This is an optimization exercise on Yosys and OpenROAD, whose aim is small area, a short achievable clock period and few clock cycles per item, not a production implementation.
The RTL was checked by simulation tests, not by an equivalence proof against the original design.
Power figures rest on the tool's default switching activity, not on a simulated workload.

==> flow/design.v (outline; a module is shown in full before it is edited, if it fits) <==
// module conv_top: 2101 lines
// module conv_fa: 4 lines
// module conv_ha: 4 lines
// module conv_pp3: 3 lines
// module conv_pp2: 3 lines
// module conv_bpp: 3 lines
// module conv_bpp0: 3 lines
// module conv_cy: 3 lines
// module conv_xor2: 3 lines
module conv_top(
    input           clk,
    input           rst_n,
    input           start,
    input   [127:0] feature,
    input   [71:0]  weight,
    output          ready,
    output          done,
    output  [7:0]   c11_sa,
    output  [7:0]   c12_sa,
    output  [7:0]   c21_sa,
    output  [7:0]   c22_sa,
    output  [7:0]   c11_custom,
    output  [7:0]   c12_custom,
    output  [7:0]   c21_custom,
    output  [7:0]   c22_custom,
    output  [7:0]   c11_serial,
    output  [7:0]   c12_serial,
    output  [7:0]   c21_serial,
    output  [7:0]   c22_serial
);
  // ...
==> flow/flow/run.sh <==
#!/bin/bash
# Own flow: the standard layout (standard.sh) unchanged, except that the
# port buffers are plain buffers (buf_2) rather than the cell buffer_ports
# picks by default (clkdlybuf4s50_1, a slow delay cell).
set -euo pipefail
bash standard.sh synth > synth.log 2>&1
bash standard.sh BUFFER_PORTS_ARGS="-buffer_cell sky130_fd_sc_hd__buf_2" finish > layout.log 2>&1
==> flow/standard.sh <==
#!/bin/bash
# synth_recipe.tcl (not shown) runs the flow's synth.tcl, then flattens the netlist and writes it again
# the make line also repeats each setting of config.mk as NAME=value (left out here)
make -C /OpenROAD-flow-scripts/flow DESIGN_CONFIG=/design/flow/config.mk WORK_HOME=/design/flow/orfs CLKGATE_MAP_FILE= SYNTH_SCRIPT=/design/flow/synth_recipe.tcl "${@:-finish}"
==> flow/config.mk <==
export PLATFORM = sky130hd
export DESIGN_NAME = conv_top
export DESIGN_NICKNAME = conv_top
export VERILOG_FILES = /design/flow/design.v
export SDC_FILE = /design/flow/constraint.sdc
export NUM_CORES = 4
export LEC_CHECK = 0
export CAP_MARGIN = 20
export CORE_MARGIN = 2
export CORE_UTILIZATION = 70
export SLEW_MARGIN = 20
export SYNTH_HIERARCHICAL = 1
export SYNTH_MINIMUM_KEEP_SIZE = 0
==> flow/constraint.sdc <==
create_clock -name core_clock -period 10.0 [get_ports {clk}]
set_input_delay 2.0000 -clock core_clock [delete_from_list [all_inputs] [get_ports {clk}]]
set_output_delay 2.0000 -clock core_clock [all_outputs]
set_load 0.01 [all_outputs]
==> impl_metrics.env, run 1 <==
export IMPL_outcome="no timing/DRC/antenna violations"
export IMPL_clk_latency_ps=360
export IMPL_power_frac_comb=0.842
export IMPL_pre_cts_ws_ps=4660
export IMPL_layout_common_cells="646 x nand2_1, 384 x fa_1, 300 x buf_2"
export IMPL_buffer_area_frac=0.0850
export IMPL_path_max_fanout=4
export IMPL_wl_met3_mm=10.5
export IMPL_fp_coreArea_sq_um=23300
export IMPL_final_setup_tns_ps=0
export IMPL_numPlacedInstances=2141
export IMPL_drt_wl_total_mm=61.1
export IMPL_timing_final_crit_share=0.510
export IMPL_holdCritStartpoint="q0"
export IMPL_synthAdderAreaFrac=0.474
export IMPL_min_delay_path_depth=1
export IMPL_slew_at_the_pin_with_the_worst_max_slew_slack_ps=962
export IMPL_synth_seq_area_share=0.0948
export IMPL_fp_dieH_um=157
export IMPL_post_drt_via_cell_ratio=6.45
export IMPL_fmax_mhz=196
export IMPL_syn_instance_count=1668
export IMPL_async_flop_share=0
export IMPL_finalHoldViolCount=0
export IMPL_powerComb_mw=5.54
export IMPL_synth_top_family_by_area="adder cells"
export IMPL_p_leak_nw=7.28
export IMPL_fill_cells=1633
export IMPL_grt_max_degree=70
export IMPL_reg2reg_to="q25"
export IMPL_cts_max_path_buffers=2
export IMPL_drcViolationCount=0
Testbench counts, summed over its fixed seeds: cycles 768, items 256.
==> run 2, diff against run 1 <==
--- a/flow/design.v
+++ b/flow/design.v
@@ -79,16 +79,18 @@
     reg q52;
     reg q53;
     reg q54;
     reg q55;
     reg q56;
     reg q57;
     reg q58;
     reg q59;
+    reg q60;
+    reg q61;
     wire [7:0] fw_0_0 = sel ? feature[32 +: 8] : feature[0 +: 8];
     wire [7:0] fw_0_1 = sel ? feature[40 +: 8] : feature[8 +: 8];
     wire [7:0] fw_0_2 = sel ? feature[48 +: 8] : feature[16 +: 8];
     wire [7:0] fw_0_3 = sel ? feature[56 +: 8] : feature[24 +: 8];
     wire [7:0] fw_1_0 = sel ? feature[64 +: 8] : feature[32 +: 8];
     wire [7:0] fw_1_1 = sel ? feature[72 +: 8] : feature[40 +: 8];
     wire [7:0] fw_1_2 = sel ? feature[80 +: 8] : feature[48 +: 8];
     wire [7:0] fw_1_3 = sel ? feature[88 +: 8] : feature[56 +: 8];
@@ -892,55 +894,55 @@
     conv_xor2 xr231(.a(xo208), .b(xo209), .y(xo231));
     wire xo232;
     conv_xor2 xr232(.a(xo210), .b(xo211), .y(xo232));
     wire xo233;
     conv_xor2 xr233(.a(xo212), .b(xo213), .y(xo233));
     wire xo234;
     conv_xor2 xr234(.a(xo214), .b(xo215), .y(xo234));
     wire xo235;
-    conv_xor2 xr235(.a(xo216), .b(xo217), .y(xo235));
+    conv_xor2 xr235(.a(xo216), .b(fc132), .y(xo235));
     wire xo236;
-    conv_xor2 xr236(.a(xo218), .b(xo219), .y(xo236));
+    conv_xor2 xr236(.a(fc133), .b(fc134), .y(xo236));
     wire xo237;
-    conv_xor2 xr237(.a(xo220), .b(xo221), .y(xo237));
+    conv_xor2 xr237(.a(fc135), .b(fc136), .y(xo237));
     wire xo238;
-    conv_xor2 xr238(.a(xo222), .b(xo223), .y(xo238));
+    conv_xor2 xr238(.a(fc137), .b(fc138), .y(xo238));
     wire xo239;
-    conv_xor2 xr239(.a(xo224), .b(xo225), .y(xo239));
+    conv_xor2 xr239(.a(fc139), .b(fc140), .y(xo239));
     wire xo240;
-    conv_xor2 xr240(.a(xo226), .b(xo227), .y(xo240));
+    conv_xor2 xr240(.a(fc141), .b(fc142), .y(xo240));
     wire xo241;
-    conv_xor2 xr241(.a(xo228), .b(xo229), .y(xo241));
+    conv_xor2 xr241(.a(fc143), .b(fc144), .y(xo241));
     wire xo242;
-    conv_xor2 xr242(.a(xo230), .b(xo231), .y(xo242));
+    conv_xor2 xr242(.a(fc145), .b(fc146), .y(xo242));
     wire xo243;
-    conv_xor2 xr243(.a(xo232), .b(xo233), .y(xo243));
+    conv_xor2 xr243(.a(fc147), .b(fc148), .y(xo243));
     wire xo244;
-    conv_xor2 xr244(.a(xo234), .b(fc132), .y(xo244));
+    conv_xor2 xr244(.a(fc149), .b(fc150), .y(xo244));
     wire xo245;
-    conv_xor2 xr245(.a(fc133), .b(fc134), .y(xo245));
+    conv_xor2 xr245(.a(fc151), .b(fc152), .y(xo245));
     wire xo246;
-    conv_xor2 xr246(.a(fc135), .b(fc136), .y(xo246));
+    conv_xor2 xr246(.a(xo217), .b(xo218), .y(xo246));
     wire xo247;
-    conv_xor2 xr247(.a(fc137), .b(fc138), .y(xo247));
+    conv_xor2 xr247(.a(xo219), .b(xo220), .y(xo247));
     wire xo248;
-    conv_xor2 xr248(.a(fc139), .b(fc140), .y(xo248));
+    conv_xor2 xr248(.a(xo221), .b(xo222), .y(xo248));
     wire xo249;
-    conv_xor2 xr249(.a(fc141), .b(fc142), .y(xo249));
+    conv_xor2 xr249(.a(xo223), .b(xo224), .y(xo249));
     wire xo250;
-    conv_xor2 xr250(.a(fc143), .b(fc144), .y(xo250));
+    conv_xor2 xr250(.a(xo225), .b(xo226), .y(xo250));
     wire xo251;
-    conv_xor2 xr251(.a(fc145), .b(fc146), .y(xo251));
+    conv_xor2 xr251(.a(xo227), .b(xo228), .y(xo251));
     wire xo252;
-    conv_xor2 xr252(.a(fc147), .b(fc148), .y(xo252));
+    conv_xor2 xr252(.a(xo229), .b(xo230), .y(xo252));
     wire xo253;
-    conv_xor2 xr253(.a(fc149), .b(fc150), .y(xo253));
+    conv_xor2 xr253(.a(xo231), .b(xo232), .y(xo253));
     wire xo254;
-    conv_xor2 xr254(.a(fc151), .b(fc152), .y(xo254));
+    conv_xor2 xr254(.a(xo233), .b(xo234), .y(xo254));
     wire xo255;
     conv_xor2 xr255(.a(xo235), .b(xo236), .y(xo255));
     wire xo256;
     conv_xor2 xr256(.a(xo237), .b(xo238), .y(xo256));
     wire xo257;
     conv_xor2 xr257(.a(xo239), .b(xo240), .y(xo257));
     wire xo258;
     conv_xor2 xr258(.a(xo241), .b(xo242), .y(xo258));
@@ -952,118 +954,118 @@
     conv_xor2 xr261(.a(xo247), .b(xo248), .y(xo261));
     wire xo262;
     conv_xor2 xr262(.a(xo249), .b(xo250), .y(xo262));
     wire xo263;
     conv_xor2 xr263(.a(xo251), .b(xo252), .y(xo263));
     wire xo264;
     conv_xor2 xr264(.a(xo253), .b(xo254), .y(xo264));
     wire xo265;
-    conv_xor2 xr265(.a(xo255), .b(xo256), .y(xo265));
+    conv_xor2 xr265(.a(fc153), .b(fc154), .y(xo265));
     wire xo266;
-    conv_xor2 xr266(.a(xo257), .b(xo258), .y(xo266));
+    conv_xor2 xr266(.a(fc155), .b(fc156), .y(xo266));
     wire xo267;
-    conv_xor2 xr267(.a(xo259), .b(xo260), .y(xo267));
+    conv_xor2 xr267(.a(fc157), .b(fc158), .y(xo267));
     wire xo268;
-    conv_xor2 xr268(.a(xo261), .b(xo262), .y(xo268));
+    conv_xor2 xr268(.a(fc159), .b(fc160), .y(xo268));
     wire xo269;
-    conv_xor2 xr269(.a(xo263), .b(xo264), .y(xo269));
+    conv_xor2 xr269(.a(fc161), .b(fc162), .y(xo269));
     wire xo270;
-    conv_xor2 xr270(.a(fc153), .b(fc154), .y(xo270));
+    conv_xor2 xr270(.a(fc163), .b(fc164), .y(xo270));
     wire xo271;
-    conv_xor2 xr271(.a(fc155), .b(fc156), .y(xo271));
+    conv_xor2 xr271(.a(fc165), .b(xo255), .y(xo271));
     wire xo272;
-    conv_xor2 xr272(.a(fc157), .b(fc158), .y(xo272));
+    conv_xor2 xr272(.a(xo256), .b(xo257), .y(xo272));
     wire xo273;
-    conv_xor2 xr273(.a(xo265), .b(xo266), .y(xo273));
+    conv_xor2 xr273(.a(xo258), .b(xo259), .y(xo273));
     wire xo274;
-    conv_xor2 xr274(.a(fc159), .b(fc160), .y(xo274));
+    conv_xor2 xr274(.a(xo260), .b(xo261), .y(xo274));
     wire xo275;
-    conv_xor2 xr275(.a(fc161), .b(fc162), .y(xo275));
+    conv_xor2 xr275(.a(xo262), .b(xo263), .y(xo275));
     wire xo276;
-    conv_xor2 xr276(.a(fc163), .b(fc164), .y(xo276));
+    conv_xor2 xr276(.a(xo264), .b(xo265), .y(xo276));
     wire xo277;
-    conv_xor2 xr277(.a(fc165), .b(xo267), .y(xo277));
+    conv_xor2 xr277(.a(xo266), .b(xo267), .y(xo277));
     wire xo278;
     conv_xor2 xr278(.a(xo268), .b(xo269), .y(xo278));
     wire xo279;
     conv_xor2 xr279(.a(xo270), .b(xo271), .y(xo279));
     wire xo280;
     conv_xor2 xr280(.a(xo272), .b(xo273), .y(xo280));
     wire xo281;
     conv_xor2 xr281(.a(xo274), .b(xo275), .y(xo281));
     wire xo282;
-    conv_xor2 xr282(.a(xo276), .b(xo277), .y(xo282));
+    conv_xor2 xr282(.a(fc166), .b(fc167), .y(xo282));
     wire xo283;
-    conv_xor2 xr283(.a(xo278), .b(xo279), .y(xo283));
+    conv_xor2 xr283(.a(fc168), .b(fc169), .y(xo283));
     wire xo284;
-    conv_xor2 xr284(.a(xo280), .b(fc166), .y(xo284));
+    conv_xor2 xr284(.a(fc170), .b(fc171), .y(xo284));
     wire xo285;
-    conv_xor2 xr285(.a(fc167), .b(xo281), .y(xo285));
+    conv_xor2 xr285(.a(xo276), .b(xo277), .y(xo285));
     wire xo286;
-    conv_xor2 xr286(.a(xo282), .b(fc168), .y(xo286));
+    conv_xor2 xr286(.a(fc172), .b(fc173), .y(xo286));
     wire xo287;
-    conv_xor2 xr287(.a(fc169), .b(fc170), .y(xo287));
+    conv_xor2 xr287(.a(xo278), .b(xo279), .y(xo287));
     wire xo288;
-    conv_xor2 xr288(.a(fc171), .b(xo283), .y(xo288));
+    conv_xor2 xr288(.a(xo280), .b(xo281), .y(xo288));
     wire xo289;
-    conv_xor2 xr289(.a(fc172), .b(fc173), .y(xo289));
+    conv_xor2 xr289(.a(xo282), .b(xo283), .y(xo289));
     wire xo290;
     conv_xor2 xr290(.a(xo284), .b(xo285), .y(xo290));
     wire xo291;
     conv_xor2 xr291(.a(xo286), .b(xo287), .y(xo291));
     wire xo292;
-    conv_xor2 xr292(.a(xo288), .b(xo289), .y(xo292));
+    conv_xor2 xr292(.a(xo288), .b(fc174), .y(xo292));
     wire xo293;
-    conv_xor2 xr293(.a(xo290), .b(xo291), .y(xo293));
+    conv_xor2 xr293(.a(fc175), .b(xo289), .y(xo293));
     wire xo294;
-    conv_xor2 xr294(.a(fc174), .b(fc175), .y(xo294));
+    conv_xor2 xr294(.a(xo290), .b(fc176), .y(xo294));
     wire xo295;
-    conv_xor2 xr295(.a(xo292), .b(fc176), .y(xo295));
+    conv_xor2 xr295(.a(fc177), .b(fc178), .y(xo295));
     wire xo296;
-    conv_xor2 xr296(.a(fc177), .b(xo293), .y(xo296));
+    conv_xor2 xr296(.a(xo291), .b(xo292), .y(xo296));
     wire xo297;
-    conv_xor2 xr297(.a(fc178), .b(xo294), .y(xo297));
-    wire xo298;
-    conv_xor2 xr298(.a(xo295), .b(xo296), .y(xo298));
+    conv_xor2 xr297(.a(xo293), .b(xo294), .y(xo297));
+    wire fs298, fc298;
+    conv_fa fa298(.a(q5), .b(q6), .c(q7), .s(fs298), .co(fc298));
     wire fs299, fc299;
-    conv_fa fa299(.a(q5), .b(q6), .c(q7), .s(fs299), .co(fc299));
+    conv_fa fa299(.a(q10), .b(q11), .c(q12), .s(fs299), .co(fc299));
     wire fs300, fc300;
-    conv_fa fa300(.a(q10), .b(q11), .c(q12), .s(fs300), .co(fc300));
+    conv_fa fa300(.a(q8), .b(q9), .c(fc298), .s(fs300), .co(fc300));
     wire fs301, fc301;
-    conv_fa fa301(.a(q8), .b(q9), .c(fc299), .s(fs301), .co(fc301));
+    conv_fa fa301(.a(q13), .b(q14), .c(q15), .s(fs301), .co(fc301));
     wire fs302, fc302;
-    conv_fa fa302(.a(q13), .b(q14), .c(q15), .s(fs302), .co(fc302));
+    conv_fa fa302(.a(q16), .b(q17), .c(q18), .s(fs302), .co(fc302));
     wire fs303, fc303;
-    conv_fa fa303(.a(q16), .b(q17), .c(q18), .s(fs303), .co(fc303));
+    conv_fa fa303(.a(fc299), .b(fs301), .c(fs302), .s(fs303), .co(fc303));
     wire fs304, fc304;
-    conv_fa fa304(.a(fc300), .b(fs302), .c(fs303), .s(fs304), .co(fc304));
+    conv_fa fa304(.a(q19), .b(q20), .c(q21), .s(fs304), .co(fc304));
     wire fs305, fc305;
-    conv_fa fa305(.a(q19), .b(q20), .c(q21), .s(fs305), .co(fc305));
+    conv_fa fa305(.a(q22), .b(q23), .c(q24), .s(fs305), .co(fc305));
     wire fs306, fc306;
-    conv_fa fa306(.a(q22), .b(q23), .c(q24), .s(fs306), .co(fc306));
+    conv_fa fa306(.a(q25), .b(fc301), .c(fc302), .s(fs306), .co(fc306));
     wire fs307, fc307;
-    conv_fa fa307(.a(q25), .b(fc302), .c(fc303), .s(fs307), .co(fc307));
-    wire fs308, fc308;
-    conv_fa fa308(.a(fs305), .b(fs306), .c(fc304), .s(fs308), .co(fc308));
+    conv_fa fa307(.a(fs304), .b(fs305), .c(fc303), .s(fs307), .co(fc307));
+    wire xo308;
+    conv_xor2 xr308(.a(q26), .b(q27), .y(xo308));
     wire xo309;
-    conv_xor2 xr309(.a(q26), .b(q27), .y(xo309));
+    conv_xor2 xr309(.a(q28), .b(q29), .y(xo309));
     wire xo310;
-    conv_xor2 xr310(.a(q28), .b(q29), .y(xo310));
+    conv_xor2 xr310(.a(q30), .b(xo308), .y(xo310));
     wire xo311;
-    conv_xor2 xr311(.a(xo309), .b(xo310), .y(xo311));
+    conv_xor2 xr311(.a(xo309), .b(fc304), .y(xo311));
     wire xo312;
-    conv_xor2 xr312(.a(xo311), .b(fc305), .y(xo312));
+    conv_xor2 xr312(.a(fc305), .b(xo310), .y(xo312));
     wire xo313;
-    conv_xor2 xr313(.a(fc306), .b(xo312), .y(xo313));
+    conv_xor2 xr313(.a(xo311), .b(xo312), .y(xo313));
     wire xo314;
-    conv_xor2 xr314(.a(xo313), .b(fc307), .y(xo314));
+    conv_xor2 xr314(.a(fc306), .b(xo313), .y(xo314));
     wire xo315;
-    conv_xor2 xr315(.a(xo314), .b(fc308), .y(xo315));
-    wire [7:0] fin330 = ~({xo315, fs307, fc301, fs300, fs299, q3, q1, q0} + {1'b0, fs308, fs304, fs301, 1'b0, q4, q2, 1'b0});
+    conv_xor2 xr315(.a(xo314), .b(fc307), .y(xo315));
+    wire [7:0] fin330 = ~({xo315, fs306, fc300, fs299, fs298, q3, q1, q0} + {1'b0, fs307, fs303, fs300, 1'b0, q4, q2, 1'b0});
     wire pp331 = ~(fw_0_1[0] & weight[0]);
     wire pp332 = ~(fw_0_1[0] & weight[1]);
     wire pp333 = ~(fw_0_1[0] & weight[2]);
     wire pp334 = ~(fw_0_1[0] & weight[3]);
     wire pp335 = ~(fw_0_1[0] & weight[4]);
     wire pp336 = ~(fw_0_1[0] & weight[5]);
     wire pp337 = ~(fw_0_1[0] & weight[6]);
     wire pp338 = ~(fw_0_1[0] & weight[7]);
@@ -1855,55 +1857,55 @@
     conv_xor2 xr548(.a(xo525), .b(xo526), .y(xo548));
     wire xo549;
     conv_xor2 xr549(.a(xo527), .b(xo528), .y(xo549));
     wire xo550;
     conv_xor2 xr550(.a(xo529), .b(xo530), .y(xo550));
     wire xo551;
     conv_xor2 xr551(.a(xo531), .b(xo532), .y(xo551));
     wire xo552;
-    conv_xor2 xr552(.a(xo533), .b(xo534), .y(xo552));
+    conv_xor2 xr552(.a(xo533), .b(fc449), .y(xo552));
     wire xo553;
-    conv_xor2 xr553(.a(xo535), .b(xo536), .y(xo553));
+    conv_xor2 xr553(.a(fc450), .b(fc451), .y(xo553));
     wire xo554;
-    conv_xor2 xr554(.a(xo537), .b(xo538), .y(xo554));
+    conv_xor2 xr554(.a(fc452), .b(fc453), .y(xo554));
     wire xo555;
-    conv_xor2 xr555(.a(xo539), .b(xo540), .y(xo555));
+    conv_xor2 xr555(.a(fc454), .b(fc455), .y(xo555));
     wire xo556;
-    conv_xor2 xr556(.a(xo541), .b(xo542), .y(xo556));
+    conv_xor2 xr556(.a(fc456), .b(fc457), .y(xo556));
     wire xo557;
-    conv_xor2 xr557(.a(xo543), .b(xo544), .y(xo557));
+    conv_xor2 xr557(.a(fc458), .b(fc459), .y(xo557));
     wire xo558;
-    conv_xor2 xr558(.a(xo545), .b(xo546), .y(xo558));
+    conv_xor2 xr558(.a(fc460), .b(fc461), .y(xo558));
     wire xo559;
-    conv_xor2 xr559(.a(xo547), .b(xo548), .y(xo559));
+    conv_xor2 xr559(.a(fc462), .b(fc463), .y(xo559));
     wire xo560;
-    conv_xor2 xr560(.a(xo549), .b(xo550), .y(xo560));
+    conv_xor2 xr560(.a(fc464), .b(fc465), .y(xo560));
     wire xo561;
-    conv_xor2 xr561(.a(xo551), .b(fc449), .y(xo561));
+    conv_xor2 xr561(.a(fc466), .b(fc467), .y(xo561));
     wire xo562;
-    conv_xor2 xr562(.a(fc450), .b(fc451), .y(xo562));
+    conv_xor2 xr562(.a(fc468), .b(fc469), .y(xo562));
     wire xo563;
-    conv_xor2 xr563(.a(fc452), .b(fc453), .y(xo563));
+    conv_xor2 xr563(.a(xo534), .b(xo535), .y(xo563));
     wire xo564;
-    conv_xor2 xr564(.a(fc454), .b(fc455), .y(xo564));
+    conv_xor2 xr564(.a(xo536), .b(xo537), .y(xo564));
     wire xo565;
-    conv_xor2 xr565(.a(fc456), .b(fc457), .y(xo565));
+    conv_xor2 xr565(.a(xo538), .b(xo539), .y(xo565));
     wire xo566;
-    conv_xor2 xr566(.a(fc458), .b(fc459), .y(xo566));
+    conv_xor2 xr566(.a(xo540), .b(xo541), .y(xo566));
     wire xo567;
-    conv_xor2 xr567(.a(fc460), .b(fc461), .y(xo567));
+    conv_xor2 xr567(.a(xo542), .b(xo543), .y(xo567));
     wire xo568;
-    conv_xor2 xr568(.a(fc462), .b(fc463), .y(xo568));
+    conv_xor2 xr568(.a(xo544), .b(xo545), .y(xo568));
     wire xo569;
-    conv_xor2 xr569(.a(fc464), .b(fc465), .y(xo569));
+    conv_xor2 xr569(.a(xo546), .b(xo547), .y(xo569));
     wire xo570;
-    conv_xor2 xr570(.a(fc466), .b(fc467), .y(xo570));
+    conv_xor2 xr570(.a(xo548), .b(xo549), .y(xo570));
     wire xo571;
-    conv_xor2 xr571(.a(fc468), .b(fc469), .y(xo571));
+    conv_xor2 xr571(.a(xo550), .b(xo551), .y(xo571));
     wire xo572;
     conv_xor2 xr572(.a(xo552), .b(xo553), .y(xo572));
     wire xo573;
     conv_xor2 xr573(.a(xo554), .b(xo555), .y(xo573));
     wire xo574;
     conv_xor2 xr574(.a(xo556), .b(xo557), .y(xo574));
     wire xo575;
     conv_xor2 xr575(.a(xo558), .b(xo559), .y(xo575));
@@ -1915,118 +1917,118 @@
     conv_xor2 xr578(.a(xo564), .b(xo565), .y(xo578));
     wire xo579;
     conv_xor2 xr579(.a(xo566), .b(xo567), .y(xo579));
     wire xo580;
     conv_xor2 xr580(.a(xo568), .b(xo569), .y(xo580));
     wire xo581;
     conv_xor2 xr581(.a(xo570), .b(xo571), .y(xo581));
     wire xo582;
-    conv_xor2 xr582(.a(xo572), .b(xo573), .y(xo582));
+    conv_xor2 xr582(.a(fc470), .b(fc471), .y(xo582));
     wire xo583;
-    conv_xor2 xr583(.a(xo574), .b(xo575), .y(xo583));
+    conv_xor2 xr583(.a(fc472), .b(fc473), .y(xo583));
     wire xo584;
-    conv_xor2 xr584(.a(xo576), .b(xo577), .y(xo584));
+    conv_xor2 xr584(.a(fc474), .b(fc475), .y(xo584));
     wire xo585;
-    conv_xor2 xr585(.a(xo578), .b(xo579), .y(xo585));
+    conv_xor2 xr585(.a(fc476), .b(fc477), .y(xo585));
     wire xo586;
-    conv_xor2 xr586(.a(xo580), .b(xo581), .y(xo586));
+    conv_xor2 xr586(.a(fc478), .b(fc479), .y(xo586));
     wire xo587;
-    conv_xor2 xr587(.a(fc470), .b(fc471), .y(xo587));
+    conv_xor2 xr587(.a(fc480), .b(fc481), .y(xo587));
     wire xo588;
-    conv_xor2 xr588(.a(fc472), .b(fc473), .y(xo588));
+    conv_xor2 xr588(.a(fc482), .b(xo572), .y(xo588));
     wire xo589;
-    conv_xor2 xr589(.a(fc474), .b(fc475), .y(xo589));
+    conv_xor2 xr589(.a(xo573), .b(xo574), .y(xo589));
     wire xo590;
-    conv_xor2 xr590(.a(xo582), .b(xo583), .y(xo590));
+    conv_xor2 xr590(.a(xo575), .b(xo576), .y(xo590));
     wire xo591;
-    conv_xor2 xr591(.a(fc476), .b(fc477), .y(xo591));
+    conv_xor2 xr591(.a(xo577), .b(xo578), .y(xo591));
     wire xo592;
-    conv_xor2 xr592(.a(fc478), .b(fc479), .y(xo592));
+    conv_xor2 xr592(.a(xo579), .b(xo580), .y(xo592));
     wire xo593;
-    conv_xor2 xr593(.a(fc480), .b(fc481), .y(xo593));
+    conv_xor2 xr593(.a(xo581), .b(xo582), .y(xo593));
     wire xo594;
-    conv_xor2 xr594(.a(fc482), .b(xo584), .y(xo594));
+    conv_xor2 xr594(.a(xo583), .b(xo584), .y(xo594));
     wire xo595;
     conv_xor2 xr595(.a(xo585), .b(xo586), .y(xo595));
     wire xo596;
     conv_xor2 xr596(.a(xo587), .b(xo588), .y(xo596));
     wire xo597;
     conv_xor2 xr597(.a(xo589), .b(xo590), .y(xo597));
     wire xo598;
     conv_xor2 xr598(.a(xo591), .b(xo592), .y(xo598));
     wire xo599;
-    conv_xor2 xr599(.a(xo593), .b(xo594), .y(xo599));
+    conv_xor2 xr599(.a(fc483), .b(fc484), .y(xo599));
     wire xo600;
-    conv_xor2 xr600(.a(xo595), .b(xo596), .y(xo600));
+    conv_xor2 xr600(.a(fc485), .b(fc486), .y(xo600));
     wire xo601;
-    conv_xor2 xr601(.a(xo597), .b(fc483), .y(xo601));
+    conv_xor2 xr601(.a(fc487), .b(fc488), .y(xo601));
     wire xo602;
-    conv_xor2 xr602(.a(fc484), .b(xo598), .y(xo602));
+    conv_xor2 xr602(.a(xo593), .b(xo594), .y(xo602));
     wire xo603;
-    conv_xor2 xr603(.a(xo599), .b(fc485), .y(xo603));
+    conv_xor2 xr603(.a(fc489), .b(fc490), .y(xo603));
     wire xo604;
-    conv_xor2 xr604(.a(fc486), .b(fc487), .y(xo604));
+    conv_xor2 xr604(.a(xo595), .b(xo596), .y(xo604));
     wire xo605;
-    conv_xor2 xr605(.a(fc488), .b(xo600), .y(xo605));
+    conv_xor2 xr605(.a(xo597), .b(xo598), .y(xo605));
     wire xo606;
-    conv_xor2 xr606(.a(fc489), .b(fc490), .y(xo606));
+    conv_xor2 xr606(.a(xo599), .b(xo600), .y(xo606));
     wire xo607;
     conv_xor2 xr607(.a(xo601), .b(xo602), .y(xo607));
     wire xo608;
     conv_xor2 xr608(.a(xo603), .b(xo604), .y(xo608));
     wire xo609;
-    conv_xor2 xr609(.a(xo605), .b(xo606), .y(xo609));
+    conv_xor2 xr609(.a(xo605), .b(fc491), .y(xo609));
     wire xo610;
-    conv_xor2 xr610(.a(xo607), .b(xo608), .y(xo610));
+    conv_xor2 xr610(.a(fc492), .b(xo606), .y(xo610));
     wire xo611;
-    conv_xor2 xr611(.a(fc491), .b(fc492), .y(xo611));
+    conv_xor2 xr611(.a(xo607), .b(fc493), .y(xo611));
     wire xo612;
-    conv_xor2 xr612(.a(xo609), .b(fc493), .y(xo612));
+    conv_xor2 xr612(.a(fc494), .b(fc495), .y(xo612));
     wire xo613;
-    conv_xor2 xr613(.a(fc494), .b(xo610), .y(xo613));
+    conv_xor2 xr613(.a(xo608), .b(xo609), .y(xo613));
     wire xo614;
-    conv_xor2 xr614(.a(fc495), .b(xo611), .y(xo614));
-    wire xo615;
-    conv_xor2 xr615(.a(xo612), .b(xo613), .y(xo615));
+    conv_xor2 xr614(.a(xo610), .b(xo611), .y(xo614));
+    wire fs615, fc615;
+    conv_fa fa615(.a(q36), .b(q37), .c(q38), .s(fs615), .co(fc615));
     wire fs616, fc616;
-    conv_fa fa616(.a(q35), .b(q36), .c(q37), .s(fs616), .co(fc616));
+    conv_fa fa616(.a(q39), .b(q40), .c(q41), .s(fs616), .co(fc616));
     wire fs617, fc617;
-    conv_fa fa617(.a(q38), .b(q39), .c(q40), .s(fs617), .co(fc617));
+    conv_fa fa617(.a(q42), .b(q43), .c(fc615), .s(fs617), .co(fc617));
     wire fs618, fc618;
-    conv_fa fa618(.a(q41), .b(q42), .c(fc616), .s(fs618), .co(fc618));
+    conv_fa fa618(.a(q44), .b(q45), .c(q46), .s(fs618), .co(fc618));
     wire fs619, fc619;
-    conv_fa fa619(.a(q43), .b(q44), .c(q45), .s(fs619), .co(fc619));
+    conv_fa fa619(.a(q47), .b(q48), .c(q49), .s(fs619), .co(fc619));
     wire fs620, fc620;
-    conv_fa fa620(.a(q46), .b(q47), .c(q48), .s(fs620), .co(fc620));
+    conv_fa fa620(.a(fc616), .b(fs618), .c(fs619), .s(fs620), .co(fc620));
     wire fs621, fc621;
-    conv_fa fa621(.a(fc617), .b(fs619), .c(fs620), .s(fs621), .co(fc621));
+    conv_fa fa621(.a(q50), .b(q51), .c(q52), .s(fs621), .co(fc621));
     wire fs622, fc622;
-    conv_fa fa622(.a(q49), .b(q50), .c(q51), .s(fs622), .co(fc622));
+    conv_fa fa622(.a(q53), .b(q54), .c(q55), .s(fs622), .co(fc622));
     wire fs623, fc623;
-    conv_fa fa623(.a(q52), .b(q53), .c(q54), .s(fs623), .co(fc623));
+    conv_fa fa623(.a(q56), .b(fc618), .c(fc619), .s(fs623), .co(fc623));
     wire fs624, fc624;
-    conv_fa fa624(.a(q55), .b(fc619), .c(fc620), .s(fs624), .co(fc624));
-    wire fs625, fc625;
-    conv_fa fa625(.a(fs622), .b(fs623), .c(fc621), .s(fs625), .co(fc625));
+    conv_fa fa624(.a(fs621), .b(fs622), .c(fc620), .s(fs624), .co(fc624));
+    wire xo625;
+    conv_xor2 xr625(.a(q57), .b(q58), .y(xo625));
     wire xo626;
-    conv_xor2 xr626(.a(q56), .b(q57), .y(xo626));
+    conv_xor2 xr626(.a(q59), .b(q60), .y(xo626));
     wire xo627;
-    conv_xor2 xr627(.a(q58), .b(q59), .y(xo627));
+    conv_xor2 xr627(.a(q61), .b(xo625), .y(xo627));
     wire xo628;
-    conv_xor2 xr628(.a(xo626), .b(xo627), .y(xo628));
+    conv_xor2 xr628(.a(xo626), .b(fc621), .y(xo628));
     wire xo629;
-    conv_xor2 xr629(.a(xo628), .b(fc622), .y(xo629));
+    conv_xor2 xr629(.a(fc622), .b(xo627), .y(xo629));
     wire xo630;
-    conv_xor2 xr630(.a(fc623), .b(xo629), .y(xo630));
+    conv_xor2 xr630(.a(xo628), .b(xo629), .y(xo630));
     wire xo631;
-    conv_xor2 xr631(.a(xo630), .b(fc624), .y(xo631));
+    conv_xor2 xr631(.a(fc623), .b(xo630), .y(xo631));
     wire xo632;
-    conv_xor2 xr632(.a(xo631), .b(fc625), .y(xo632));
-    wire [7:0] fin661 = ~({xo632, fs624, fc618, fs617, fs616, q33, q31, q30} + {1'b0, fs625, fs621, fs618, 1'b0, q34, q32, 1'b0});
+    conv_xor2 xr632(.a(xo631), .b(fc624), .y(xo632));
+    wire [7:0] fin661 = ~({xo632, fs623, fc617, fs616, fs615, q34, q32, q31} + {1'b0, fs624, fs620, fs617, 1'b0, q35, q33, 1'b0});
     always @(posedge clk) begin
         busy_r <= rst_n & start & ready;
         done_r <= rst_n & busy_r;
         q0 <= fs3;
         q1 <= fs12;
         q2 <= fs13;
         q3 <= fs30;
         q4 <= fs31;
@@ -2046,50 +2048,52 @@
         q18 <= fs131;
         q19 <= fc130;
         q20 <= fs177;
         q21 <= fs176;
         q22 <= fs178;
         q23 <= fc131;
         q24 <= fs179;
         q25 <= fs180;
-        q26 <= xo297;
-        q27 <= xo298;
+        q26 <= xo295;
+        q27 <= fc180;
         q28 <= fc179;
-        q29 <= fc180;
-        q30 <= fs320;
-        q31 <= fs329;
-        q32 <= fs330;
-        q33 <= fs347;
-        q34 <= fs348;
-        q35 <= fc348;
-        q36 <= fs373;
-        q37 <= fs374;
-        q38 <= fc373;
-        q39 <= fs406;
-        q40 <= fs405;
-        q41 <= fc374;
-        q42 <= fs407;
-        q43 <= fc406;
-        q44 <= fs446;
-        q45 <= fs445;
-        q46 <= fc407;
-        q47 <= fs447;
-        q48 <= fs448;
-        q49 <= fc447;
-        q50 <= fs494;
-        q51 <= fs493;
-        q52 <= fs495;
-        q53 <= fc448;
-        q54 <= fs496;
-        q55 <= fs497;
-        q56 <= xo614;
-        q57 <= xo615;
-        q58 <= fc496;
-        q59 <= fc497;
+        q29 <= xo296;
+        q30 <= xo297;
+        q31 <= fs320;
+        q32 <= fs329;
+        q33 <= fs330;
+        q34 <= fs347;
+        q35 <= fs348;
+        q36 <= fc348;
+        q37 <= fs373;
+        q38 <= fs374;
+        q39 <= fc373;
+        q40 <= fs406;
+        q41 <= fs405;
+        q42 <= fc374;
+        q43 <= fs407;
+        q44 <= fc406;
+        q45 <= fs446;
+        q46 <= fs445;
+        q47 <= fc407;
+        q48 <= fs447;
+        q49 <= fs448;
+        q50 <= fc447;
+        q51 <= fs494;
+        q52 <= fs493;
+        q53 <= fs495;
+        q54 <= fc448;
+        q55 <= fs496;
+        q56 <= fs497;
+        q57 <= xo612;
+        q58 <= fc497;
+        q59 <= fc496;
+        q60 <= xo613;
+        q61 <= xo614;
         top_l  <= {fin330[7], fin330[6], fin330[5], fin330[4], fin330[3], fin330[2], fin330[1], fin330[0]};
         top_r  <= {fin661[7], fin661[6], fin661[5], fin661[4], fin661[3], fin661[2], fin661[1], fin661[0]};
     end
     assign r11 = top_l;
     assign r12 = top_r;
     assign r21 = {fin330[7], fin330[6], fin330[5], fin330[4], fin330[3], fin330[2], fin330[1], fin330[0]};
     assign r22 = {fin661[7], fin661[6], fin661[5], fin661[4], fin661[3], fin661[2], fin661[1], fin661[0]};
     assign ready = ~(busy_r | done_r);
==> flow/config.mk (replaced) <==
export PLATFORM = sky130hd
export DESIGN_NAME = conv_top
export DESIGN_NICKNAME = conv_top
export VERILOG_FILES = /design/flow/design.v
export SDC_FILE = /design/flow/constraint.sdc
export NUM_CORES = 4
export LEC_CHECK = 0
export CAP_MARGIN = 20
export CORE_MARGIN = 2
export CORE_UTILIZATION = 60
export SETUP_SLACK_MARGIN = 5.0
export SLEW_MARGIN = 20
export SYNTH_HIERARCHICAL = 1
export SYNTH_MINIMUM_KEEP_SIZE = 0
==> run 2 against run 1 <==
Net effect: power increased by 2.1%; sequential power increased by 1%; final cell count up 1.2%; setup slack gained 160 ps; global-route usage fell by 8.0 points; first-iteration DRC count fell by 13%; non-clock buffer count unchanged; clock power about the same; combinational power is 2% higher; core utilization shrank 10 points; clock skew shrank 2.6 ps.
==> impl_metrics.env, run 2 <==
export IMPL_outcome="no timing/DRC/antenna violations"
export IMPL_1st_pass_router_iterations=6
export IMPL_cts_root_buf="clkbuf_16"
export IMPL_p_leak_nw=7.32
export IMPL_layout_min_cycle_time_ps=4940
export IMPL_tritoncts="done"
export IMPL_critical_path_startpoint_type="input port"
export IMPL_r2r_setup_slack_ps=5340
export IMPL_synth_main_ff_cell="dfxtp_1"
export IMPL_synth_edf_count=0
export IMPL_finalPower_mw=6.71
export IMPL_routedWlPerCell_um=27.6
export IMPL_synth_net_count=2267
export IMPL_reg2reg_to="q56"
export IMPL_fmax_mhz=203
export IMPL_number_of_vias_in_the_routed_layout=13200
export IMPL_number_of_antenna_violations_at_the_first_check_in_global_routing=0
export IMPL_clk_latency_ps=350
export IMPL_synth_cell_types=28
export IMPL_cts_sinks=80
export IMPL_timing_max_slew_rel_slack=0.552
export IMPL_fp_coreArea_sq_um=27000
export IMPL_crit_end="q49"
export IMPL_floorplan_rows=60
export IMPL_area_overhead_of_the_layout_relative_to_synthesis_pct=8.43
export IMPL_ant_nets=0
export IMPL_reg2regPathDepth=8
export IMPL_grt_pass1_vias=14000
export IMPL_fp_dieH_um=170
export IMPL_fill_cells=2258
export IMPL_cellInternalPower_mw=3.29
export IMPL_grt_setup_unrepaired="true"
export IMPL_number_of_register_bits_inferred_by_synthesis=80
export IMPL_async_flop_share=0
export IMPL_rr_startpoint="busy_r"
export IMPL_syn_instance_count=1670
export IMPL_die_width_um=170
export IMPL_cts_max_path_buffers=2
export IMPL_cts_inserted_buffers=9
export IMPL_power_switching_share=0.510
export IMPL_timing_max_cap_violations=0
export IMPL_timing_final_crit_share=0.494
export IMPL_path_clk_slew_ps=70
export IMPL_finalHoldViolCount=0
export IMPL_powerDensity_nw_per_um2=375
export IMPL_port_buffer_count=300
export IMPL_drt_wl_total_mm=60.4
export IMPL_dieArea_sq_um=28900
export IMPL_postCtsSetupBuffers=0
export IMPL_worst_ir_drop_vdd_mv=0.705
export IMPL_seqPwrFrac=0.099
export IMPL_required_time_of_the_worst_setup_path_ps=10230
export IMPL_initialDrtViolationCount=1520
export IMPL_yosys_cell_count_top_type="nand2_1"
export IMPL_leading_cell_type_in_the_layout_fill_and_taps_excluded="nand2_1"
export IMPL_hold_path_class="reg2reg"
export IMPL_post_synth_main_area_contributors="fa_1 47%, nand2_1 15%, xor2_1 13%"
export IMPL_maxSlewViolCount=0
export IMPL_grt_overflow=0
export IMPL_end_kind="flip-flop"
export IMPL_grt_first_pass_wirelength_mm=87.2
export IMPL_drcViolationCount=0
export IMPL_setup_viol=0
export IMPL_grt_total_usage=0.430
export IMPL_finish_net_count=2432
export IMPL_synth_yosys_warnings=7
export IMPL_ys_top_cells_by_count="646 x nand2_1, 384 x fa_1, 253 x xor2_1, 80 x dfxtp_1, 72 x buf_4"
export IMPL_post_drt_via_cell_ratio=6.06
export IMPL_crit_path_start="feature[72]"
export IMPL_final_layout_size_suffix_gt1_frac=0.233
export IMPL_power_frac_comb=0.844
export IMPL_final_setup_tns_ps=0
export IMPL_synth_largest_area_cell="fa_1"
export IMPL_ctsHtreeMaxLevel=3
export IMPL_seq_area_sq_um=1610
export IMPL_synth_seq_area_share=0.0970
export IMPL_slew_at_the_pin_with_the_worst_max_slew_slack_ps=672
export IMPL_synth_area_sq_um=16500
export IMPL_p_switching_mw=3.43
export IMPL_path_max_fanout=16
export IMPL_critPathKind="in2reg"
export IMPL_clockPowerShare=0.057
export IMPL_dp_final_hpwl_mm=46.1
export IMPL_timing_clock_skew_ps=8.29
export IMPL_reg_top3="top_l x8, top_r x8"
export IMPL_finalWeightedCongestion=0.977
export IMPL_grt_max_degree=66
export IMPL_synth_top_area_share=0.465
export IMPL_worst_endpoint_arrival_ps=5160
export IMPL_initial_core_util=0.611
export IMPL_io_pins=301
export IMPL_layout_common_cells="646 x nand2_1, 382 x fa_1, 300 x buf_2"
export IMPL_syn_area_per_cell_sq_um=9.89
export IMPL_multi_input_area_sq_um=14000
[run 2: cell types whose count changed in the layout (fill, tap and decap cells not counted), sizes merged]
cell,before,now
clkinv,0,1
diode,2,3
inv,23,22
dfxtp,78,80
[run 2: critical path, stage by stage]
cell	delay, ps
buf_2	100
mux2_2	500
nand2_1	150
fa_1	510
fa_1	490
fa_1	460
fa_1	520
fa_1	420
[run 2: power groups by stage]
stage | logic (mW) | registers, mW | clock network [mW]
after floorplan | 4.36 | 0.672 | 0
after global placement | 5.18 | 0.667 | 0
after detailed placement | 5.27 | 0.672 | 0
after CTS | 5.35 | 0.665 | 0.388
after global routing | 6.26 | 0.687 | 0.401
final | 5.67 | 0.663 | 0.383
[run 2: how the worst min path moves through the flow]
stage | slack (ps) | cells after the start | endpoint | from
2_1_floorplan | 440 | 1 | top_l[0] | q0
3_3_place_gp | 390 | 1 | top_r[0] | q31
3_5_place_dp | 400 | 1 | top_r[0] | q31
4_1_cts | 410 | 1 | top_r[0] | q31
5_1_grt | 420 | 1 | top_r[0] | q31
6_report | 410 | 1 | top_r[0] | q31
[run 2: timing repair]
action,CTS,global route
setup endpoints to repair,4,17
pin swaps,3,7
hold buffers,0,0
gates resized for setup,6,15
[run 2: per-module statistics from Yosys (local to each module, per instance)]
module / flip-flops and latches / times used / cell area (sq um)
conv_fa: 0 / 382 / 20.0
conv_xor2: 0 / 250 / 8.76
conv_top: 80 / 1 / 6680
[run 2: through the flow]
step | hold WS [ps] | utilization | worst slack, ps | cell area, sq um | std cells
2_1_floorplan | 436 | - | 5020 | 16500 | 1670
6_report | 408 | 0.663 | 5060 | 17900 | 2184
4_1_cts | 411 | 0.660 | 5030 | 17800 | 2181
5_1_grt | 424 | 0.662 | 4960 | 17900 | 2181
3_3_place_gp | 391 | 0.647 | 4700 | 17500 | 2165
3_5_place_dp | 399 | 0.647 | 4660 | 17500 | 2165
[run 2: cells by family after synthesis]
| kind of cell | share of synthesized area |
|---|---|
| adder cells (fa/ha/maj) | 0.473 |
| flip-flops | 0.0970 |
| AO/OA/AOI/OAI | 0.00341 |
| XOR/XNOR | 0.138 |
| buffers and inverters | 0.0637 |
| multiplexers | 0.0727 |
| AND/OR/NAND/NOR | 0.152 |
[run 2: cell type report]
type                       count  share of cell area
antenna                        3            0.000419
clock buffer                  10              0.0128
sequential                    80              0.0898
multi-input combinational   1422               0.779
clock inverter                 6             0.00517
tap                          341              0.0238
timing repair buffer         301              0.0845
inverter                      21             0.00440
[run 2: layer usage]
metal | share of wire | vias up | global-route usage | wire length (um)
li1 | - | 5325 | - | -
met1 | 0.35 | 6510 | 0.541 | 21400
met2 | 0.43 | 1170 | 0.643 | 25900
met3 | 0.14 | 226 | 0.149 | 8670
met4 | 0.073 | 0 | 0.265 | 4410
met5 | 0 | - | 0 | 0
Testbench counts of run 2, summed over its fixed seeds: cycles 768, items 256.
==> run 3, diff against run 2 <==
--- a/flow/design.v
+++ b/flow/design.v
@@ -2109,21 +2109,2 @@
 endmodule
-module conv_ha(input a, input b, output s, output co);
-    assign s  = a ^ b;
-    assign co = a & b;
-endmodule
-module conv_pp3(input s1, input a, input s2, input b, input s3, input c, output y);
-    assign y = ~((s1 & a) | (s2 & b) | (s3 & c));
-endmodule
-module conv_pp2(input s1, input a, input s3, input c, output y);
-    assign y = ~((s1 & a) | (s3 & c));
-endmodule
-module conv_bpp(input one, input two, input neg, input a, input b, output y);
-    assign y = ((a & one) | (b & two)) ^ neg;
-endmodule
-module conv_bpp0(input one, input neg, input a, output y);
-    assign y = (a & one) ^ neg;
-endmodule
-module conv_cy(input a, input b, input t, input c, output co);
-    assign co = (a & b) | (t & c);
-endmodule
 module conv_xor2(input a, input b, output y);
==> run 3 against run 2 <==
Net effect: power did not move; worst hold slack unchanged; core utilization did not move; combinational power is essentially flat; critical path type unchanged; critical endpoint unchanged; largest cell class unchanged; highest routed layer unchanged.
==> impl_metrics.env, run 3 <==
export IMPL_grt_max_degree=66
export IMPL_timing_max_slew_rel_slack=0.552
export IMPL_number_of_vias_in_the_routed_layout=13200
export IMPL_fp_dieH_um=170
export IMPL_worstSetupPathDepth=8
export IMPL_number_of_register_bits_inferred_by_synthesis=80
export IMPL_area_overhead_of_the_layout_relative_to_synthesis_pct=8.43
export IMPL_ys_top_cells_by_count="646 x nand2_1, 384 x fa_1, 253 x xor2_1, 80 x dfxtp_1, 72 x buf_4"
export IMPL_powerDensity_nw_per_um2=375
export IMPL_finish_net_count=2432
export IMPL_layout_common_cells="646 x nand2_1, 382 x fa_1, 300 x buf_2"
export IMPL_fill_cells=2258
export IMPL_path_cells="buf_2 -> mux2_2 -> nand2_1 -> fa_1 -> fa_1 -> fa_1 -> fa_1 -> fa_1"
export IMPL_postCtsSetupBuffers=0
export IMPL_final_layout_size_suffix_gt1_frac=0.233
export IMPL_path_max_fanout=16
export IMPL_crit_path_leading_delay_family="adder cells"
export IMPL_floorplan_rows=60
export IMPL_ctsHtreeMaxLevel=3
export IMPL_p_leak_nw=7.32
export IMPL_setup_viol=0
export IMPL_synth_cell_types=28
export IMPL_max_stage_delay_on_crit_path_ps=520
export IMPL_synth_yosys_warnings=7
export IMPL_grt_setup_unrepaired="true"
export IMPL_dieArea_sq_um=28900
export IMPL_pre_cts_ws_ps=4660
export IMPL_drt_wl_total_mm=60.4
export IMPL_io_pins=301
export IMPL_timing_clock_skew_ps=8.29
export IMPL_hold_path_class="reg2reg"
export IMPL_slew_at_the_pin_with_the_worst_max_slew_slack_ps=672
export IMPL_drcViolationCount=0
export IMPL_crit_path_start="feature[72]"
export IMPL_worst_ir_drop_vdd_mv=0.705
export IMPL_clk_latency_ps=350
export IMPL_synth_seq_area_share=0.0970
export IMPL_layout_min_cycle_time_ps=4940
export IMPL_synth_edf_count=0
export IMPL_finalWeightedCongestion=0.977
export IMPL_timing_final_crit_share=0.494
export IMPL_path_clk_slew_ps=70
export IMPL_cts_sinks=80
export IMPL_required_time_of_the_worst_setup_path_ps=10230
export IMPL_initial_core_util=0.611
export IMPL_number_of_antenna_violations_at_the_first_check_in_global_routing=0
export IMPL_syn_area_per_cell_sq_um=9.89
export IMPL_highest_delay_cell_along_the_critical_path="fa_1"
export IMPL_dp_final_hpwl_mm=46.1
export IMPL_fp_coreArea_sq_um=27000
export IMPL_reg2regPathDepth=8
export IMPL_outcome="no timing/DRC/antenna violations"
export IMPL_synth_net_count=2267
export IMPL_leading_cell_type_in_the_layout_fill_and_taps_excluded="nand2_1"
export IMPL_maxSlewViolCount=0
export IMPL_fin_ws_ps=5060
export IMPL_placed_area_sq_um=17500
export IMPL_ant_nets=0
export IMPL_r2r_setup_slack_ps=5340
export IMPL_async_flop_share=0
export IMPL_grt_total_usage=0.430
export IMPL_critical_path_startpoint_type="input port"
export IMPL_critPathKind="in2reg"
export IMPL_grt_first_pass_wirelength_mm=87.2
export IMPL_synth_area_sq_um=16500
export IMPL_end_kind="flip-flop"
export IMPL_cts_root_buf="clkbuf_16"
export IMPL_grt_overflow=0
export IMPL_timing_max_cap_violations=0
export IMPL_synth_top_area_share=0.465
export IMPL_1st_pass_router_iterations=6
export IMPL_synth_largest_area_cell="fa_1"
export IMPL_worst_endpoint_arrival_ps=5160
export IMPL_port_buffer_count=300
export IMPL_combined_buffer_and_inverter_count_along_the_critical_path=1
export IMPL_initialDrtViolationCount=1520
export IMPL_crit_top_cell="fa_1"
export IMPL_reg_top3="top_l x8, top_r x8"
export IMPL_final_setup_tns_ps=0
export IMPL_fmax_mhz=203
export IMPL_post_synth_main_area_contributors="fa_1 47%, nand2_1 15%, xor2_1 13%"
export IMPL_yosys_cell_count_top_type="nand2_1"
export IMPL_die_width_um=170
export IMPL_routedWlPerCell_um=27.6
export IMPL_final_design_area_excluding_fillers_sq_um=17900
export IMPL_synth_main_ff_cell="dfxtp_1"
export IMPL_grt_pass1_vias=14000
export IMPL_tritoncts="done"
export IMPL_syn_instance_count=1670
export IMPL_reg2reg_to="q56"
export IMPL_cts_max_path_buffers=2
export IMPL_rr_startpoint="busy_r"
export IMPL_crit_end="q49"
export IMPL_cts_inserted_buffers=9
export IMPL_finalHoldViolCount=0
export IMPL_post_drt_via_cell_ratio=6.06
-- run 3: cell counts after synthesis --
No cell type changed its count.
-- run 3: routing by layer --
metal	GRT usage	vias up	wire (um)
met2	0.643	1170	25900
li1	-	5325	-
met1	0.541	6510	21400
met4	0.265	0	4410
met3	0.149	226	8670
met5	0	-	0
-- run 3: power by group --
| group | internal, mW | switching (mW) |
|---|---|---|
| clock | 0.221 | 0.162 |
| sequential | 0.572 | 0.0909 |
| combinational | 2.49 | 3.17 |
| total | 3.29 | 3.43 |
-- run 3: cells by family after synthesis --
| logic type | Yosys count | share of synthesized area |
|---|---|---|
| and+or+nand+nor | 662 | 0.152 |
| adders and majority gates | 394 | 0.473 |
| xor gates and xnor gates | 260 | 0.138 |
| buffers and inverters | 168 | 0.0637 |
| muxes | 96 | 0.0727 |
| DFF | 80 | 0.0970 |
| AOI/OAI and AO/OA | 10 | 0.00341 |
-- run 3: area by class of cell --
| class | instances | area, sq um | area share |
|---|---|---|---|
| Timing Repair Buffer | 301 | 1510 | 0.0845 |
| Antenna cell | 3 | 7.51 | 0.000419 |
| Clock buffer | 10 | 229 | 0.0128 |
| Inverter | 21 | 78.8 | 0.00440 |
| Clock inverter | 6 | 92.6 | 0.00517 |
| Sequential cell | 80 | 1610 | 0.0898 |
| Multi-Input combinational cell | 1422 | 14000 | 0.779 |
| Tap cell | 341 | 427 | 0.0238 |
-- run 3: how the worst min path moves through the flow --
stage	startpoint	to	slack, ps	cells after the start
2_1_floorplan	q0	top_l[0]	440	1
3_3_place_gp	q31	top_r[0]	390	1
3_5_place_dp	q31	top_r[0]	400	1
4_1_cts	q31	top_r[0]	410	1
5_1_grt	q31	top_r[0]	420	1
6_report	q31	top_r[0]	410	1
-- run 3: through the flow --
step | hold slack (ps) | power (mW) | instances | utilization
after global placement | 391 | 5.84 | 2165 | 0.647
after floorplan | 436 | 5.03 | 1670 | -
after CTS | 411 | 6.40 | 2181 | 0.660
after detailed placement | 399 | 5.94 | 2165 | 0.647
after global routing | 424 | 7.34 | 2181 | 0.662
final | 408 | 6.71 | 2184 | 0.663
-- run 3: per-module statistics from Yosys, one instance, submodules excluded --
module,flip-flops and latches,cell area (sq um),cells inside
conv_fa,0,20.0,1
conv_top,80,6680,1038
conv_xor2,0,8.76,1
-- run 3: what timing repair did --
item,in CTS,in global routing
endpoints found under the setup margin,4,17
cloned,0,0
gates resized for setup,6,15
hold endpoints to repair,0,0
hold buffers,0,0
pin swaps,3,7
Testbench counts of run 3, summed over its fixed seeds: cycles 768, items 256.

-- re-timing with driven ports --
Ports are ideal in the flow. The routed layouts listed here were re-timed in OpenROAD.
Step 1 sets driving cells, clkbuf_16 on the clock port and buf_2 on the other inputs (assumed; they add their load-dependent delay and slew).
Step 2, shift: input delay + t, output delay - t, t = (earliest + latest rising clock arrival at the registers) / 2. This alone moves slack from input paths to output paths.
Three values: ideal, step 1, step 2; two values: the first two.
| run | t (ns) | setup WS [ns] | worst setup path after step 2 | worst slew at a driven data input, ns |
|---|---|---|---|---|
| run 1 | 0.402 | 4.904 / 4.855 / 4.534 | input to register | 0.08 |
| run 2 | 0.400 | 5.063 / 5.023 / 4.684 | input to register | 0.08 |
| run 3 | 0.400 | 5.063 / 5.023 / 4.684 | input to register | 0.08 |
After both steps every run listed still meets setup and hold.
